This design comes from an exercise in tuning for a short achievable clock period and few clock cycles on the open sky130 flow, not from production work.
The RTL was checked by simulation tests, not by an equivalence proof against the original design.
Power figures rest on the tool's default switching activity, not on a simulated workload.

$ cat constraint.sdc
create_clock -name core_clock -period 14.0 [get_ports {clk}]
set_input_delay 2.8000 -clock core_clock [delete_from_list [all_inputs] [get_ports {clk}]]
set_output_delay 2.8000 -clock core_clock [all_outputs]
set_load 0.01 [all_outputs]
$ cat design.v
`timescale 1ns / 1ps
module CPU(
input clk,
input reset,                     
input[15:0] io_read_dataP5R1,    
input button_a,
input button_b,
input button_model,
output[15:0] ledF6K2,            
output[31:0] digit,              
output[13:0] imem_addr,          
input[31:0] imem_data,           
output[13:0] dmem_addr,          
output[31:0] dmem_wdata,         
output dmem_we,                  
input[31:0] dmem_rdata           
    );
    localparam OP_LOAD  = 7'b000_0011;
    localparam OP_STORE = 7'b010_0011;
    localparam OP_BR    = 7'b110_0011;
    localparam OP_JAL   = 7'b110_1111;
    localparam OP_JALR  = 7'b110_0111;
    localparam OP_R     = 7'b011_0011;
    localparam OP_I     = 7'b001_0011;
    integer i;
    reg [31:0] pcF;              
    reg        vX;               
    reg [31:0] irX, pcX;
    reg [31:0] linkX;            
    reg [31:0] altX;             
    reg        predTX;           
    reg        hzX;              
    reg [31:0] oh1X, oh2X;       
    reg [31:0] ras;              
    reg [1023:0] rf;             
    reg        mLoad;
    reg [4:0]  mRd;
    reg [2:0]  mF3;
    reg        mIo;
    reg [31:0] mIoVal;
    reg [13:0] dAddr;
    reg [31:0] dWdata;
    reg        dWe;
    reg        ioW;
    reg [1:0]  ioLed;            
    reg [31:0] ioData;
    reg [15:0] led;
    reg [31:0] dig;
    assign imem_addr  = pcF[15:2];
    assign dmem_addr  = dAddr;
    assign dmem_wdata = dWdata;
    assign dmem_we    = dWe;
    assign ledF6K2    = led;
    assign digit      = dig;
    wire [31:0] insF  = imem_data;
    wire [6:0]  opF   = insF[6:0];
    wire isJalF  = opF == OP_JAL;
    wire isJalrF = opF == OP_JALR;
    wire isBrF   = opF == OP_BR;
    wire [31:0] immJF = {{12{insF[31]}}, insF[19:12], insF[20], insF[30:21], 1'b0};
    wire [31:0] immBF = {{20{insF[31]}}, insF[7], insF[30:25], insF[11:8], 1'b0};
    wire [31:0] pc4F  = pcF + 32'd4;
    wire [31:0] tgtJF = pcF + immJF;
    wire [31:0] tgtBF = pcF + immBF;
    wire brTakeF = isBrF & insF[31];
    wire [31:0] predF = isJalF ? tgtJF : brTakeF ? tgtBF : isJalrF ? ras : pc4F;
    wire use1F = opF != OP_JAL;
    wire use2F = (opF == OP_R) | (opF == OP_STORE) | (opF == OP_BR);
    wire [6:0] opX = irX[6:0];
    wire [4:0] rdX = irX[11:7];
    wire [2:0] f3X = irX[14:12];
    wire isLoadX  = opX == OP_LOAD;
    wire isStoreX = opX == OP_STORE;
    wire isBrX    = opX == OP_BR;
    wire isJalX   = opX == OP_JAL;
    wire isJalrX  = opX == OP_JALR;
    wire isRX     = opX == OP_R;
    wire isIX     = opX == OP_I;
    wire stallX = vX & hzX;
    wire exX    = vX & ~hzX;
    reg [31:0] a, b;
    always @* begin
        a = 32'd0;
        b = 32'd0;
        for (i = 0; i < 32; i = i + 1) begin
            a = a | (rf[i*32 +: 32] & {32{oh1X[i]}});
            b = b | (rf[i*32 +: 32] & {32{oh2X[i]}});
        end
    end
    wire [31:0] immIX = {{20{irX[31]}}, irX[31:20]};
    wire [31:0] immSX = {{20{irX[31]}}, irX[31:25], irX[11:7]};
    wire [31:0] op2X = isRX ? b : immIX;
    wire        subX = irX[30];
    wire [31:0] addX = subX ? a - op2X : a + op2X;
    wire        shBig = |irX[31:25];
    wire [31:0] sllX = shBig ? 32'd0 : a << irX[24:20];
    wire [31:0] srlX = shBig ? 32'd0 : a >> irX[24:20];
    reg  [31:0] aluX;
    always @* begin
        case (f3X)
            3'b000: aluX = addX;
            3'b111: aluX = a & op2X;
            3'b110: aluX = a | op2X;
            3'b001: aluX = isIX ? sllX : 32'd0;
            3'b101: aluX = isIX ? srlX : 32'd0;
            default: aluX = 32'd0;
        endcase
    end
    wire [31:0] resX = isJalX ? linkX : aluX;
    wire weX = exX & (isRX | isIX | (isJalX & rdX == 5'd1));
    wire eqX  = a == b;
    wire ltuX = a < b;
    wire ltX  = (a[31] ^ b[31]) ? a[31] : ltuX;
    reg takeX;
    always @* begin
        case (f3X)
            3'b000: takeX = eqX;
            3'b001: takeX = ~eqX;
            3'b100: takeX = ltX;
            3'b101: takeX = ~ltX;
            3'b110: takeX = ltuX;
            3'b111: takeX = ~ltuX;
            default: takeX = 1'b0;
        endcase
    end
    wire redirX = exX & ((isBrX & (takeX ^ predTX)) | (isJalrX & (a != pcF)));
    wire [31:0] redirTgt = isJalrX ? a : altX;
    wire [31:0] memA = a + (isStoreX ? immSX : immIX);
    wire ioA = &memA[31:10];
    wire [31:0] rdM = mIo ? mIoVal : dmem_rdata;
    wire [31:0] ldM = (mF3 == 3'b100) ? {24'd0, rdM[7:0]} :
                      (mF3 == 3'b000) ? {{24{rdM[7]}}, rdM[7:0]} : rdM;
    always @(posedge clk or negedge reset) begin
        if (reset == 1'b0) begin
            pcF <= 32'd0;
            vX <= 1'b0;
            irX <= 32'd0;
            pcX <= 32'd0;
            linkX <= 32'd0;
            altX <= 32'd0;
            predTX <= 1'b0;
            hzX <= 1'b0;
            oh1X <= 32'd0;
            oh2X <= 32'd0;
            ras <= 32'd0;
        end else begin
            if (redirX) begin
                pcF <= redirTgt;
                vX <= 1'b0;
                hzX <= 1'b0;
            end else if (stallX) begin
                hzX <= 1'b0;
            end else begin
                pcF <= predF;
                vX <= 1'b1;
                irX <= insF;
                pcX <= pcF;
                linkX <= pc4F;
                altX <= insF[31] ? pc4F : tgtBF;
                predTX <= insF[31];
                hzX <= exX & isLoadX &
                       ((use1F & insF[19:15] == rdX) | (use2F & insF[24:20] == rdX));
                for (i = 0; i < 32; i = i + 1) begin
                    oh1X[i] <= insF[19:15] == i;
                    oh2X[i] <= insF[24:20] == i;
                end
            end
            if (exX & isJalX & rdX == 5'd1) ras <= linkX;
        end
    end
    always @(posedge clk or negedge reset) begin
        if (reset == 1'b0) begin
            rf <= 1024'd0;
        end else begin
            for (i = 0; i < 32; i = i + 1) begin
                if (weX && rdX == i)
                    rf[i*32 +: 32] <= resX;
                else if (mLoad && mRd == i)
                    rf[i*32 +: 32] <= ldM;
            end
        end
    end
    always @(posedge clk or negedge reset) begin
        if (reset == 1'b0) begin
            mLoad <= 1'b0;
            mRd <= 5'd0;
            mF3 <= 3'd0;
            mIo <= 1'b0;
            mIoVal <= 32'd0;
            dAddr <= 14'd0;
            dWdata <= 32'd0;
            dWe <= 1'b0;
            ioW <= 1'b0;
            ioLed <= 2'd0;
            ioData <= 32'd0;
        end else begin
            mLoad <= exX & isLoadX;
            mRd <= rdX;
            mF3 <= f3X;
            mIo <= ioA;
            mIoVal <= (memA == 32'hffff_fc74) ? {31'd0, button_a} :
                      (memA == 32'hffff_fc78) ? {31'd0, button_b} :
                      (memA == 32'hffff_fc88) ? {31'd0, button_model} :
                      {16'd0, io_read_dataP5R1};
            dAddr <= memA[13:0];
            dWdata <= b;
            dWe <= exX & isStoreX & ~ioA;
            ioW <= exX & isStoreX & ioA;
            ioLed <= (memA == 32'hffff_fc7c) ? 2'b10 :
                     (memA == 32'hffff_fc80) ? 2'b01 :
                     (memA == 32'hffff_fc84) ? 2'b11 : 2'b00;
            ioData <= b;
        end
    end
    always @(posedge clk or negedge reset) begin
        if (reset == 1'b0) begin
            led <= 16'd0;
            dig <= 32'd0;
        end else if (ioW) begin
            dig <= ioData;
            case (ioLed)
                2'b10: led <= {ioData[7:0], led[7:0]};
                2'b01: led <= {led[15:8], ioData[7:0]};
                2'b11: led <= ioData[15:0];
                default: led <= led;
            endcase
        end
    end
endmodule
$ cat run.sh
#!/bin/bash
# synth_recipe.tcl (not shown) runs the flow's synth.tcl, then flattens the netlist and writes it again
# the make line also repeats each setting of config.mk as NAME=value (left out here)
make -C /OpenROAD-flow-scripts/flow DESIGN_CONFIG=/design/flow/config.mk WORK_HOME=/design/flow/orfs CLKGATE_MAP_FILE= SYNTH_SCRIPT=/design/flow/synth_recipe.tcl finish
$ cat config.mk
export PLATFORM = sky130hd
export DESIGN_NAME = CPU
export DESIGN_NICKNAME = CPU
export VERILOG_FILES = /design/flow/design.v
export SDC_FILE = /design/flow/constraint.sdc
export NUM_CORES = 4
export LEC_CHECK = 0
export CAP_MARGIN = 20
export CORE_MARGIN = 2
export CORE_UTILIZATION = 30
export SETUP_SLACK_MARGIN = 0.2
export SLEW_MARGIN = 20
==> results of run 1 <==
[critical path: cells and delay by family, from the launching register on]
| family | cells | cell delay [ns] |
|---|---|---|
| simple gates | 7 | 2.73 |
| compound gates | 4 | 1.44 |
| flops | 1 | 0.74 |
| buf+inv | 5 | 2.62 |
| mux | 2 | 0.54 |
| fa+ha+maj | 1 | 0.44 |
[power groups by stage]
stage,Clock [µW],Sequential [µW],Combinational (µW)
2_1_floorplan,0,4510,2070
3_3_place_gp,0,4780,3390
3_5_place_dp,0,4780,3410
4_1_cts,4640,4710,3430
5_1_grt,4810,4750,3760
6_report,4640,4760,3580
[sequential cells by signal, indices dropped and copies added, names as in the netlist]
name	count
altX	31
dAddr	14
dWdata	32
dWe	1
dig	32
hzX	1
ioLed	2
ioW	1
irX	27
led	16
linkX	32
mF3	3
mIo	1
mIoVal	16
mLoad	1
mRd	5
oh1X	32
oh2X	32
pcF	32
ras	32
rf	1024
vX	1
[routing by layer]
layer  up-vias  track usage, %  routed length [µm]
met5         -          0.0833                 184
met4        24            23.5               45800
met3      2326            15.3               82800
met2      8979            50.3              214000
met1     46300            48.4              211000
li1      36300               -                   -
[layout by cell type, fill, tap and decap left out, types with 29 or more instances in the layout]
cell type	instances
mux2_2	165
a22o_1	39
inv_1	115
o21ai_2	33
a21oi_1	212
nor3_1	59
clkbuf_8	32
nand4_1	268
ha_1	140
dfrtp_2	65
o21a_1	34
xnor2_1	108
o21ai_0	1316
a21o_1	93
nor2_1	304
o211ai_1	858
buf_4	337
a221oi_1	59
a22oi_1	959
clkbuf_16	173
nand2_1	1504
mux2i_1	56
mux4_2	45
xor2_1	63
clkinv_2	31
and2_1	50
dfrtp_1	1302
a211oi_1	83
o22ai_1	63
nand3_1	95
o31ai_1	79
nor2_4	33
clkdlybuf4s50_1	191
a31oi_1	29
[final cells by class]
cell class	count	share of cell area, %
Multi-Input combinational cell	7299	48.5
Sequential cell	1368	35.3
Timing Repair Buffer	553	5.08
Clock buffer	232	5.00
Tap cell	3743	4.81
Clock inverter	69	0.799
Inverter	123	0.474
Antenna cell	28	0.0720
[per-stage QoR]
| step | cells | hold WS, ns | utilization (%) | power, µW |
|---|---|---|---|---|
| after floorplan | 9788 | 0.352 | - | 6580 |
| after global placement | 13100 | 0.456 | 32.4 | 8170 |
| after detailed placement | 13100 | 0.465 | 32.4 | 8190 |
| after CTS | 13400 | 0.478 | 34.4 | 12800 |
| after global routing | 13400 | 0.501 | 34.5 | 13300 |
| final | 13400 | 0.472 | 34.5 | 13000 |
[worst paths after layout]
| kind | end | start | slack, ns |
|---|---|---|---|
| hold / removal | altX[9]$_DFFE_PN0P_ | altX[9]$_DFFE_PN0P_ | 0.47 |
| setup reg to reg | linkX[4]$_DFFE_PN0P_ | oh1X[2]$_DFFE_PN0P_ | 5.10 |
| setup / recovery | linkX[4]$_DFFE_PN0P_ | oh1X[2]$_DFFE_PN0P_ | 5.10 |
| hold reg to reg | altX[9]$_DFFE_PN0P_ | altX[9]$_DFFE_PN0P_ | 0.47 |
| max in group asynchronous | rf[508]$_DFFE_PN0P_ | reset | 9.27 |
| min in group asynchronous | dig[14]$_DFFE_PN0P_ | reset | 1.91 |
[cells by family after synthesis]
| kind of cell | synth area share [%] |
|---|---|
| AO/OA/AOI/OAI | 31.8 |
| AND/OR/NAND/NOR | 13.9 |
| flip-flops | 40.3 |
| buffers and inverters | 5.47 |
| multiplexers | 4.28 |
| XOR/XNOR | 1.79 |
| adder cells (fa/ha/maj) | 2.45 |
==> impl_results.md, run 1 <==
* Status: timing/DRC/antenna clean
* DRC at 0
* Clock power share at 35.7%
* Final worst path period share at 63.5%
* Post-route setup TNS at 0 ns
* Port buffer count at 193
* Count leader, synth: nand2_1
* Multi-input logic area at 47200 µm²
* Final setup fails at 0
* Largest net degree at the start of global routing at 175
* Placement Setup Slack at 5.51 ns
* Sequential Area at 34300 µm²
* Internal power at 8170 µW
* Synth top cells by count: nand2_1, dfrtp_1, o21ai_0
* Root buffer cell: clkbuf_16
* Layout cells sized above 1 at 12.3%
* FMAX at 112 MHz
* Finished Cell Area at 97400 µm²
* Pleak at 0.0325 µW
* Layout area overhead at 14.7%
* Post-DRT Antenna Nets at 0
* Die span in y at 536 µm
* RSZ-0062 raised after global routing: false
* Die footprint at 287000 µm²
* Yosys cell types at 96
* Clock Skew at 0.128 ns
* Global route overflow at 0
* Iteration-0 DRC Markers at 18.9k
* Most numerous cell on the critical path: buf_4
* Worst-Margin Slew at 1.44 ns
* Setup crit end kind: flip-flop
* Initial core utilization at 30.1%
* Fillers at 28.5k
* Mapped Nets at 10.0k
* Avg Inst Size Synth at 8.67 µm²
* Global Route Usage Sum at 37.1%
* Area share of the largest cell type after synthesis at 40.3%
* Pwr/cell area at 133 nW/µm²
* Placed cell areas at 91400 µm²
* Reg2Reg Depth at 19
* CTS tree: built
* Hold Crit Class: reg -> reg
* DP HPWL at 355000 µm
* Drt total wl at 554000 µm
* Fin worst setup slack at 5.10 ns
* CP max stage cell: nor2_1
* Via density at 7.00
* Switching share of power at 37.1%
* TritonRoute pass-1 iters at 14
* Sequential element share of the synthesized area at 40.3%
* Vias in the first global route at 85.0k
* Core Region at 282000 µm²
* Area contributors post-synth: dfrtp_1, a22oi_1, o21ai_0
* WL per Instance at 41.3 µm
* Final nets at 9744
* Dominant synthesized flop cell: dfrtp_1
* First-pass GRT wire length at 743000 µm
* Routed via count at 94.0k
* Insertion delay to the later sink of the worst-skew pair at 0.92 ns
* Fin crit period at 8.90 ns
* P_sw at 4810 µW
* Worst stage delay on the critical path at 0.92 ns
* Comb pwr share at 27.6%
* Synth Warn # at 1
* Ports at 194
* H-tree Lvls at 4
* Hold path depth at 2
* Worst vdd ir at 107 µV
* Seq cells post-synth at 1368
* CTS Sinks at 1368
* CTS clk-pin slew, worst paths at 0.07 ns
* Maxcap violations at 0
* CP Cell Sequence: buf_4 -> a22oi_1 -> nand4_1 -> nor2_1 -> and2_1 -> inv_1 -> ha_1 -> nand4_1 -> nor2_1 -> o211ai_1 -> a41oi_1 -> nor4_1 -> nor3b_2 -> buf_4 -> mux2i_1 -> o221ai_4 -> buf_4 -> buf_4 -> mux2_2
* Pins Over Slew Limit at 0
* Yosys top cell by area: dfrtp_1
* Die span in x at 536 µm
* TritonCTS Buffers at 170
* EDFF count, synth at 0
* CP Max Fanout at 73
* Worst path required time at 14.72 ns
* GPL Wtd Cong at 1.04
* Worst Path Arrival at 9.61 ns
* # rows at 195
* Mapped Area at 84900 µm²
* Clock Path Buffers at 4
* Crit path kind: reg -> reg
* CTS resizes at 0
* Syn Inst Count at 9788
* Power share of the sequential group at 36.7%
* Post-CTS Setup Inserts at 0
* Post-cts hold buffer count at 0
* Initial antenna violation count at 40
* Critical Path Start Type: flip-flop
* Slew margin rel. at 3.98%
* Post-synth ARST share at 100%
* Final hold violations at 0
Testbench counts, summed over its fixed seeds: cycles 135,709.
==> run 2: changes to the inputs <==
--- a/design.v
+++ b/design.v
@@ -28,2 +28,3 @@
     reg [31:0] irX, pcX;
+    reg [31:0] aX, bX;           
     reg [31:0] linkX;            
@@ -31,4 +32,3 @@
     reg        predTX;           
-    reg        hzX;              
-    reg [31:0] oh1X, oh2X;       
+    reg        hz1X, hz2X;       
     reg [31:0] ras;              
@@ -54,16 +54,2 @@
     assign digit      = dig;
-    wire [31:0] insF  = imem_data;
-    wire [6:0]  opF   = insF[6:0];
-    wire isJalF  = opF == OP_JAL;
-    wire isJalrF = opF == OP_JALR;
-    wire isBrF   = opF == OP_BR;
-    wire [31:0] immJF = {{12{insF[31]}}, insF[19:12], insF[20], insF[30:21], 1'b0};
-    wire [31:0] immBF = {{20{insF[31]}}, insF[7], insF[30:25], insF[11:8], 1'b0};
-    wire [31:0] pc4F  = pcF + 32'd4;
-    wire [31:0] tgtJF = pcF + immJF;
-    wire [31:0] tgtBF = pcF + immBF;
-    wire brTakeF = isBrF & insF[31];
-    wire [31:0] predF = isJalF ? tgtJF : brTakeF ? tgtBF : isJalrF ? ras : pc4F;
-    wire use1F = opF != OP_JAL;
-    wire use2F = (opF == OP_R) | (opF == OP_STORE) | (opF == OP_BR);
     wire [6:0] opX = irX[6:0];
@@ -78,13 +64,6 @@
     wire isIX     = opX == OP_I;
-    wire stallX = vX & hzX;
-    wire exX    = vX & ~hzX;
-    reg [31:0] a, b;
-    always @* begin
-        a = 32'd0;
-        b = 32'd0;
-        for (i = 0; i < 32; i = i + 1) begin
-            a = a | (rf[i*32 +: 32] & {32{oh1X[i]}});
-            b = b | (rf[i*32 +: 32] & {32{oh2X[i]}});
-        end
-    end
+    wire stallX = vX & (hz1X | hz2X);
+    wire exX    = vX & ~(hz1X | hz2X);
+    wire [31:0] a = aX;
+    wire [31:0] b = bX;
     wire [31:0] immIX = {{20{irX[31]}}, irX[31:20]};
@@ -132,2 +111,34 @@
                       (mF3 == 3'b000) ? {{24{rdM[7]}}, rdM[7:0]} : rdM;
+    wire [31:0] insF  = imem_data;
+    wire [6:0]  opF   = insF[6:0];
+    wire [4:0]  rs1F  = insF[19:15];
+    wire [4:0]  rs2F  = insF[24:20];
+    wire isJalF  = opF == OP_JAL;
+    wire isJalrF = opF == OP_JALR;
+    wire isBrF   = opF == OP_BR;
+    wire [31:0] immJF = {{12{insF[31]}}, insF[19:12], insF[20], insF[30:21], 1'b0};
+    wire [31:0] immBF = {{20{insF[31]}}, insF[7], insF[30:25], insF[11:8], 1'b0};
+    wire [31:0] pc4F  = pcF + 32'd4;
+    wire [31:0] tgtJF = pcF + immJF;
+    wire [31:0] tgtBF = pcF + immBF;
+    wire brTakeF = isBrF & insF[31];
+    wire [31:0] predF = isJalF ? tgtJF : brTakeF ? tgtBF : isJalrF ? ras : pc4F;
+    wire use1F = opF != OP_JAL;
+    wire use2F = (opF == OP_R) | (opF == OP_STORE) | (opF == OP_BR);
+    reg [31:0] rf1F, rf2F;
+    always @* begin
+        rf1F = 32'd0;
+        rf2F = 32'd0;
+        for (i = 0; i < 32; i = i + 1) begin
+            rf1F = rf1F | (rf[i*32 +: 32] & {32{rs1F == i}});
+            rf2F = rf2F | (rf[i*32 +: 32] & {32{rs2F == i}});
+        end
+    end
+    wire fx1 = weX & (rdX == rs1F);
+    wire fx2 = weX & (rdX == rs2F);
+    wire fm1 = mLoad & (mRd == rs1F);
+    wire fm2 = mLoad & (mRd == rs2F);
+    wire [31:0] aF = fx1 ? resX : fm1 ? ldM : rf1F;
+    wire [31:0] bF = fx2 ? resX : fm2 ? ldM : rf2F;
+    wire ldX = exX & isLoadX;
     always @(posedge clk or negedge reset) begin
@@ -138,2 +149,4 @@
             pcX <= 32'd0;
+            aX <= 32'd0;
+            bX <= 32'd0;
             linkX <= 32'd0;
@@ -141,18 +154,21 @@
             predTX <= 1'b0;
-            hzX <= 1'b0;
-            oh1X <= 32'd0;
-            oh2X <= 32'd0;
+            hz1X <= 1'b0;
+            hz2X <= 1'b0;
             ras <= 32'd0;
         end else begin
-            if (redirX) begin
+            if (redirX)
                 pcF <= redirTgt;
-                vX <= 1'b0;
-                hzX <= 1'b0;
-            end else if (stallX) begin
-                hzX <= 1'b0;
+            else if (!stallX)
+                pcF <= predF;
+            if (stallX) begin
+                if (hz1X) aX <= ldM;
+                if (hz2X) bX <= ldM;
+                hz1X <= 1'b0;
+                hz2X <= 1'b0;
             end else begin
-                pcF <= predF;
-                vX <= 1'b1;
+                vX <= ~redirX;
                 irX <= insF;
                 pcX <= pcF;
+                aX <= aF;
+                bX <= bF;
                 linkX <= pc4F;
@@ -160,8 +176,4 @@
                 predTX <= insF[31];
-                hzX <= exX & isLoadX &
-                       ((use1F & insF[19:15] == rdX) | (use2F & insF[24:20] == rdX));
-                for (i = 0; i < 32; i = i + 1) begin
-                    oh1X[i] <= insF[19:15] == i;
-                    oh2X[i] <= insF[24:20] == i;
-                end
+                hz1X <= ldX & use1F & (rs1F == rdX);
+                hz2X <= ldX & use2F & (rs2F == rdX);
             end
@@ -196,3 +208,3 @@
         end else begin
-            mLoad <= exX & isLoadX;
+            mLoad <= ldX;
             mRd <= rdX;
--- a/config.mk
+++ b/config.mk
@@ -7,6 +7,7 @@
 export LEC_CHECK = 0
+export ABC_CLOCK_PERIOD_IN_PS = 3000
 export CAP_MARGIN = 20
 export CORE_MARGIN = 2
-export CORE_UTILIZATION = 30
-export SETUP_SLACK_MARGIN = 0.2
+export CORE_UTILIZATION = 40
+export SETUP_SLACK_MARGIN = 5
 export SLEW_MARGIN = 20
==> run 2 against run 1 <==
- sequential share of layout area fell by 0.60 points
- die area shrank 23%
- sequential power rose by 1%
- total power increased by 1.7%
- non-clock buffer count is 23 higher
- still clean
- highest routed layer unchanged
- critical path type unchanged
==> impl_results.md, run 2 <==
* FMAX at 142 MHz (+26%)
* Largest net degree at the start of global routing at 163 (-6.9%)
* CP max stage cell: and3_4
* Comb pwr share at 27.7% (about the same)
* CTS resizes at 0 (unchanged)
* Global route overflow at 0 (unchanged)
* Layout cells sized above 1 at 11.4% (-0.91 points)
* Setup crit end kind: flip-flop
* Drt total wl at 521000 µm (-6.0%)
* Worst stage delay on the critical path at 0.65 ns (-0.27 ns)
* Initial antenna violation count at 52 (+30%)
* Fillers at 20.8k (-27%)
* H-tree Lvls at 4 (unchanged)
* Insertion delay to the later sink of the worst-skew pair at 0.92 ns (about the same)
* RSZ-0062 raised after global routing: false
* Fin crit period at 7.06 ns (-1.83 ns)
* Post-route setup TNS at 0 ns (unchanged)
* Synth top cells by count: nand2_1, dfrtp_1, o21ai_0
* Pleak at 0.0342 µW (+5.2%)
* P_sw at 4830 µW (+0.51%)
* Fin worst setup slack at 6.94 ns (+1.83 ns)
* Worst vdd ir at 113 µV (+5.7%)
* CP Cell Sequence: and4b_1 -> and3_4 -> mux2i_1 -> ha_1 -> o2111a_2 -> and3_1 -> and2_1 -> nor3b_2 -> o21ai_1 -> nand2_1 -> a21boi_1 -> ha_1 -> nand2_1 -> nor2_1 -> a2111oi_0 -> o21ai_0 -> a211oi_1 -> o21bai_1 -> xnor2_1 -> o211ai_1 -> buf_4 -> nand2_1 -> o21ai_0
* Most numerous cell on the critical path: nand2_1
* Power share of the sequential group at 36.4% (-0.3 points)
* CP Max Fanout at 51 (-30%)
* Initial core utilization at 40.2% (+10 points)
* TritonRoute pass-1 iters at 14 (unchanged)
* Multi-input logic area at 49700 µm² (+5.1%)
* Area contributors post-synth: dfrtp_1, nand2_1, o211ai_1
* Sequential Area at 34300 µm² (-0.15%)
* Internal power at 8370 µW (+2.4%)
* Placement Setup Slack at 6.96 ns (+1.45 ns)
* Sequential element share of the synthesized area at 39.3% (-1.0 points)
* Clock Path Buffers at 3 (-1)
* Met3 Track Usage GR at 23.5% (+8.2 points)
* Most common cell after layout, fill and taps aside: nand2_1
* Die span in x at 471 µm (-12%)
* CTS clk-pin slew, worst paths at 0.06 ns (about the same)
* Final hold violations at 0 (unchanged)
* Die span in y at 471 µm (-12%)
* Commonest cells after routing, fill and taps aside: nand2_1, dfrtp_1, o21ai_0
* Clock power share at 35.9% (+0.2 points)
* Final worst path period share at 50.4% (-13 points)
* Top delay family on crit path: simple AND/OR/NAND/NOR gates
* Vias in the first global route at 88.5k (+4.2%)
* Clock Skew at 0.0803 ns (-0.0478 ns)
* Syn Inst Count at 10.4k (+6.0%)
* Synth Warn # at 1 (unchanged)
* Final nets at 10.3k (+5.3%)
* CP bufs+invs at 1 (-4)
* Mapped Area at 87100 µm² (+2.6%)
* Slew margin rel. at 12.9% (+9.0 points)
* Mapped Nets at 10.6k (+5.9%)
* DP HPWL at 320000 µm (-9.8%)
* Pwr/cell area at 133 nW/µm² (+0.13%)
* GPL Wtd Cong at 1.06 (+1.1%)
* # rows at 171 (-12%)
* Seq cells post-synth at 1369 (+0.073%)
* Status: timing/DRC/antenna clean
* Iteration-0 DRC Markers at 21.2k (+12%)
* Avg Inst Size Synth at 8.40 µm² (-3.2%)
* GRT Max-Usage Layer: met2
* Critical Path Start Type: flip-flop
* Via density at 7.46 (+6.5%)
* Maxcap violations at 0 (unchanged)
* Root buffer cell: clkbuf_16
* Dominant synthesized flop cell: dfrtp_1
* Yosys top cell by area: dfrtp_1
* Reg with most FFs: rf
* Post-DRT Antenna Nets at 0 (unchanged)
* Worst Path Arrival at 7.76 ns (-1.85 ns)
* Largest register FFs at 1024 (unchanged)
* First-pass GRT wire length at 718000 µm (-3.4%)
* Worst path required time at 14.70 ns (-0.02 ns)
* Post-cts hold buffer count at 0 (unchanged)
* Met1 Usage GRT at 54.9% (+6.5 points)
* Ports at 194 (unchanged)
* Post-synth ARST share at 100% (unchanged)
* Core Region at 217000 µm² (-23%)
* Hold Crit Class: reg -> reg
* Pins Over Slew Limit at 0 (unchanged)
* EDFF count, synth at 0 (unchanged)
* Routed via count at 97.5k (+3.7%)
* Final setup fails at 0 (unchanged)
* Area share of the largest cell type after synthesis at 39.3% (-1.0 points)
* Die footprint at 222000 µm² (-23%)
* Crit path kind: reg -> reg
* Worst-Margin Slew at 1.31 ns (-0.129 ns)
* Layout area overhead at 13.5%
* WL per Instance at 39.9 µm (-3.4%)
* DRC at 0 (unchanged)
* Met2 Resource Use GR at 61.0% (+11 points)
* CTS tree: built
* TritonCTS Buffers at 163 (-4.1%)
* Switching share of power at 36.6% (-0.44 points)
* Post-CTS Setup Inserts at 0 (unchanged)
* CTS Sinks at 1369 (+0.073%)
* Port buffer count at 193 (unchanged)
* Count leader, synth: nand2_1
* Yosys cell types at 106 (+10%)
* Global Route Usage Sum at 45.6% (+8.5 points)
[run 2: final cells by class]
| class | instances | share of cell area (%) |
|---|---|---|
| multi-input combinational | 7823 | 50.2 |
| sequential | 1369 | 34.6 |
| timing repair buffer | 576 | 5.18 |
| clock buffer | 229 | 4.81 |
| tap | 2854 | 3.61 |
| clock inverter | 65 | 1.05 |
| inverter | 94 | 0.357 |
| antenna | 52 | 0.132 |
[run 2: path summary, 6_finish.rpt]
check                                    start                   to  slack [ns]  cells after the start
min in group asynchronous                reset  irX[26]$_DFFE_PN0N_        1.91                      1
max reg2reg                 irX[6]$_DFFE_PN0N_  rf[345]$_DFFE_PN0P_        6.94                     23
max                         irX[6]$_DFFE_PN0N_  rf[345]$_DFFE_PN0P_        6.94                     23
min reg2reg                altX[9]$_DFFE_PN0N_  altX[9]$_DFFE_PN0N_        0.47                      2
min                        altX[9]$_DFFE_PN0N_  altX[9]$_DFFE_PN0N_        0.47                      2
max in group asynchronous                reset   rf[29]$_DFFE_PN0P_        9.55                      3
[run 2: cells by family (layout without fill, tap and decap cells)]
kind of cell,Yosys count,count (layout),share of synthesized area (%)
multiplexers,340,340,5.08
buffers and inverters,1184,964,5.49
adder cells (fa/ha/maj),161,161,2.30
flip-flops,1369,1369,39.3
AO/OA/AOI/OAI,4165,4165,31.3
XOR/XNOR,204,204,2.06
AND/OR/NAND/NOR,2953,2953,14.5
other,0,52,0
[run 2: power by group through the flow]
stage	sequential, µW	clock (µW)	combinational, µW
after floorplan	4590	0	2230
after global routing	4810	4880	3850
after detailed placement	4840	0	3480
final	4810	4740	3650
after global placement	4840	0	3450
after CTS	4770	4720	3500
[run 2: stage by stage]
step	utilization, %	total power [µW]	hold WS, ns	instances	cell area, µm²
4_1_cts	45.4	13000	0.469	13000	98600
6_report	45.6	13200	0.467	13100	98900
2_1_floorplan	-	6820	0.369	10400	87100
5_1_grt	45.5	13500	0.499	13000	98800
3_3_place_gp	42.7	8290	0.449	12700	92600
3_5_place_dp	42.8	8320	0.456	12700	92800
[run 2: worst register-to-register path, cell delays in order (launching register included)]
cell	delay, ns
dfrtp_1	0.42
and4b_1	0.48
and3_4	0.66
mux2i_1	0.42
ha_1	0.33
o2111a_2	0.32
and3_1	0.23
and2_1	0.20
nor3b_2	0.25
o21ai_1	0.09
nand2_1	0.16
a21boi_1	0.23
ha_1	0.34
nand2_1	0.10
nor2_1	0.05
a2111oi_0	0.35
o21ai_0	0.20
a211oi_1	0.44
o21bai_1	0.24
xnor2_1	0.61
o211ai_1	0.19
buf_4	0.31
nand2_1	0.20
o21ai_0	0.10
[run 2: metal layers]
metal / part of all wire (%) / up-vias
met2: 38 / 9881
met5: 0.24 / -
met3: 17 / 3231
met1: 35 / 46500
li1: - / 37800
met4: 10 / 46
Testbench counts of run 2, summed over its fixed seeds: cycles 135,709.

[port drivers added, routing unchanged]
The flow's constraints put no driver on any port. The routed layouts listed below were extracted and timed again, unchanged, in two steps. Step 1: set_driving_cell puts a clkbuf_16 on clk and a buf_2 on each other input, an assumption about the parent block. Step 2 adds t to the input delays and takes it off the output delays; t is the mean of the earliest and latest rising clock arrival at the registers after step 1. Input paths then give back, and output paths get back, about the clock's delay inside the block. Three values: ideal ports, drivers, drivers and shift; two values: the first two.
| run | t (ns) | setup slack, ns | worst setup path after step 2 |
|---|---|---|---|
| run 1 | 0.956 | 5.103 / 5.103 / 5.103 | register to register |
| run 2 | 0.972 | 6.938 / 6.938 / 6.402 | input to register |
After both steps every run listed still meets setup and hold. For run 2, which loses most, drivers alone change the setup slack by 0.000 ns; drivers and shift together by -0.536 ns.
